Context: an optimization exercise on an open-source flow, tuned for small area. The choices shown serve that exercise and are no tape-out recipe.
Where RTL was checked, it was by simulation tests only, not by an equivalence proof against the original.

==> flow/design.v (excerpt) <==
module fifo(
    input clk,
    input rst_n,
    input input_valid,
    output input_enable,
    output output_valid,
    input output_enable,
    input [15:0] data_in,
    output reg [7:0] data_out
);
reg [15:0] mem [0:15];
reg [3:0] wr_ptr;
reg [3:0] rd_ptr;
reg       rd_hi;           
reg       full_eq;         
wire same_idx = (wr_ptr == rd_ptr);
wire empty = same_idx & !full_eq;
wire full  = same_idx & full_eq;
assign input_enable = !full;
assign output_valid = !empty;
wire do_write = input_valid & !full;
wire do_read  = output_enable & !empty;
wire [3:0] qa_n;
wire [3:0] qb_n;
wire [15:0] we;
genvar w;
generate
    for (w = 0; w < 4; w = w + 1) begin : g_wdec
        g_nand2 ua (.a(wr_ptr[0] == w[0]), .b(wr_ptr[1] == w[1]), .y(qa_n[w]));
        g_nand3 ub (.a(do_write), .b(wr_ptr[2] == w[0]), .c(wr_ptr[3] == w[1]), .y(qb_n[w]));
    end
    for (w = 0; w < 16; w = w + 1) begin : g_we
        g_nor2 u (.a(qa_n[w % 4]), .b(qb_n[w / 4]), .y(we[w]));
        always @(posedge clk) begin
            if (we[w])
                mem[w] <= data_in;
        end
    end
endgenerate
wire [3:0] pa_n;
wire [7:0] pb_n;
genvar i, j, b;
generate
    for (i = 0; i < 4; i = i + 1) begin : g_pa
        g_nand2 u (.a(rd_ptr[0] == i[0]), .b(rd_ptr[1] == i[1]), .y(pa_n[i]));
    end
    for (j = 0; j < 8; j = j + 1) begin : g_pb
        g_nand4 u (.a(do_read), .b(rd_hi == j[0]), .c(rd_ptr[2] == j[1]), .d(rd_ptr[3] == j[2]), .y(pb_n[j]));
    end
endgenerate
wire [31:0] sel;
generate
    for (i = 0; i < 16; i = i + 1) begin : g_sel
  ...
clock: 4.0 ns
lec_check: 0
cap_margin: 20
core_margin: 2
core_utilization: 40
cts_buf_list: sky130_fd_sc_hd__clkbuf_8
cts_cluster_diameter: 60
cts_cluster_size: 16
slew_margin: 20
synth_hierarchical: 1
synth_minimum_keep_size: 0
run.sh (not shown) runs the stock make flow with config.mk's settings and CLKGATE_MAP_FILE= SYNTH_SCRIPT=/design/flow/synth_recipe.tcl, a recipe that flattens the netlist after the stock synthesis.
The baseline finished clean.
Change:
- CTS_BUF_LIST: sky130_fd_sc_hd__clkbuf_8 -> sky130_fd_sc_hd__clkbuf_16
- CTS_CLUSTER_DIAMETER: 60 -> 100
- CTS_CLUSTER_SIZE: 16 -> 30
Effect: Die area does not change. Global-route usage fell by 0.12 points. Wire length fell by 0.77%.
No run of this note included a check of the RTL's function; only the layout flow was run.

* * *

fifo, a different RTL version from the one above (not shown whole).
Size in the first run: about 480 cells after synthesis, about 270 flip-flops.
==> flow/config.mk <==
export PLATFORM = sky130hd
export DESIGN_NAME = fifo
export DESIGN_NICKNAME = fifo
export VERILOG_FILES = /design/flow/design.v
export SDC_FILE = /design/flow/constraint.sdc
export NUM_CORES = 4
export LEC_CHECK = 0
export CAP_MARGIN = 20
export CORE_MARGIN = 2
export CORE_UTILIZATION = 65
export PLACE_DENSITY = 0.8
export SLEW_MARGIN = 20
export SYNTH_HIERARCHICAL = 1
export SYNTH_MINIMUM_KEEP_SIZE = 0
==> flow/constraint.sdc <==
create_clock -name core_clock -period 4.0 [get_ports {clk}]
set_input_delay 0.8000 -clock core_clock [delete_from_list [all_inputs] [get_ports {clk}]]
set_output_delay 0.8000 -clock core_clock [all_outputs]
set_load 0.01 [all_outputs]
standard.sh (not shown) runs the stock make flow with config.mk's settings and CLKGATE_MAP_FILE= SYNTH_SCRIPT=/design/flow/synth_recipe.tcl, a recipe that flattens the netlist after the stock synthesis.
==> flow/flow/run.sh <==
#!/bin/bash
# Standard layout, with a leaner clock tree (no dummy loads, clusters of up to
# 18 sinks on clkbuf_8, small root and tree buffers) and small port buffers.
set -euo pipefail
export CTS_ARGS="-sink_clustering_enable -repair_clock_nets -dont_use_dummy_load -buf_list sky130_fd_sc_hd__clkbuf_8 -sink_clustering_size 18 -sink_clustering_max_diameter 70 -root_buf sky130_fd_sc_hd__clkbuf_4 -tree_buf sky130_fd_sc_hd__clkbuf_4"
export BUFFER_PORTS_ARGS="-buffer_cell sky130_fd_sc_hd__buf_1"
bash standard.sh > standard.log 2>&1
The baseline produced a clean layout.
==> next run, changes <==
Settings changed: CORE_UTILIZATION 65 to 40, PLACE_DENSITY 0.8 to not set.
Outcome: Wire length is higher by 5.1%; final cell count goes up by about 20%; via count falls by 1.3%; count of clock-buffer cells in the layout increases by 1; die area rose by 60%.

==> port drivers added, routing unchanged <==
The results above use ideal ports. As a check the final layouts listed here were re-extracted and re-timed, cells and wires unchanged.
Step 1, drivers: a clkbuf_16 drives clk and a buf_2 each remaining input, both assumed.
Step 2, shift: input delay + t, output delay - t, t = (earliest + latest rising clock arrival at the registers) / 2. This alone moves slack from input paths to output paths.
Slacks: no drivers / after step 1 / after step 2; pairs: no drivers / after step 1.
| run | shift t [ns] | slack for setup (ns) | slew at the worst register clock pin (ns) | pins driven straight from the clock port |
|---|---|---|---|---|
| the first run of note 1 | 0.579 | 0.196 / 0.196 / 0.196 | 0.11 / 0.11 | 1 |
| the second run of note 1 | 0.534 | 0.190 / 0.190 / 0.190 | 0.11 / 0.11 | 1 |
| the first run of note 2 | 0.660 | 1.038 / 1.038 / 0.840 | 0.11 / 0.11 | 1 |
| the second run of note 2 | 0.659 | 0.870 / 0.870 / 0.732 | 0.11 / 0.11 | 1 |
After both steps every run listed still meets setup and hold. The setup slack of the first run of note 2, which loses most, moves by 0.000 ns with the drivers and by -0.198 ns with both steps.
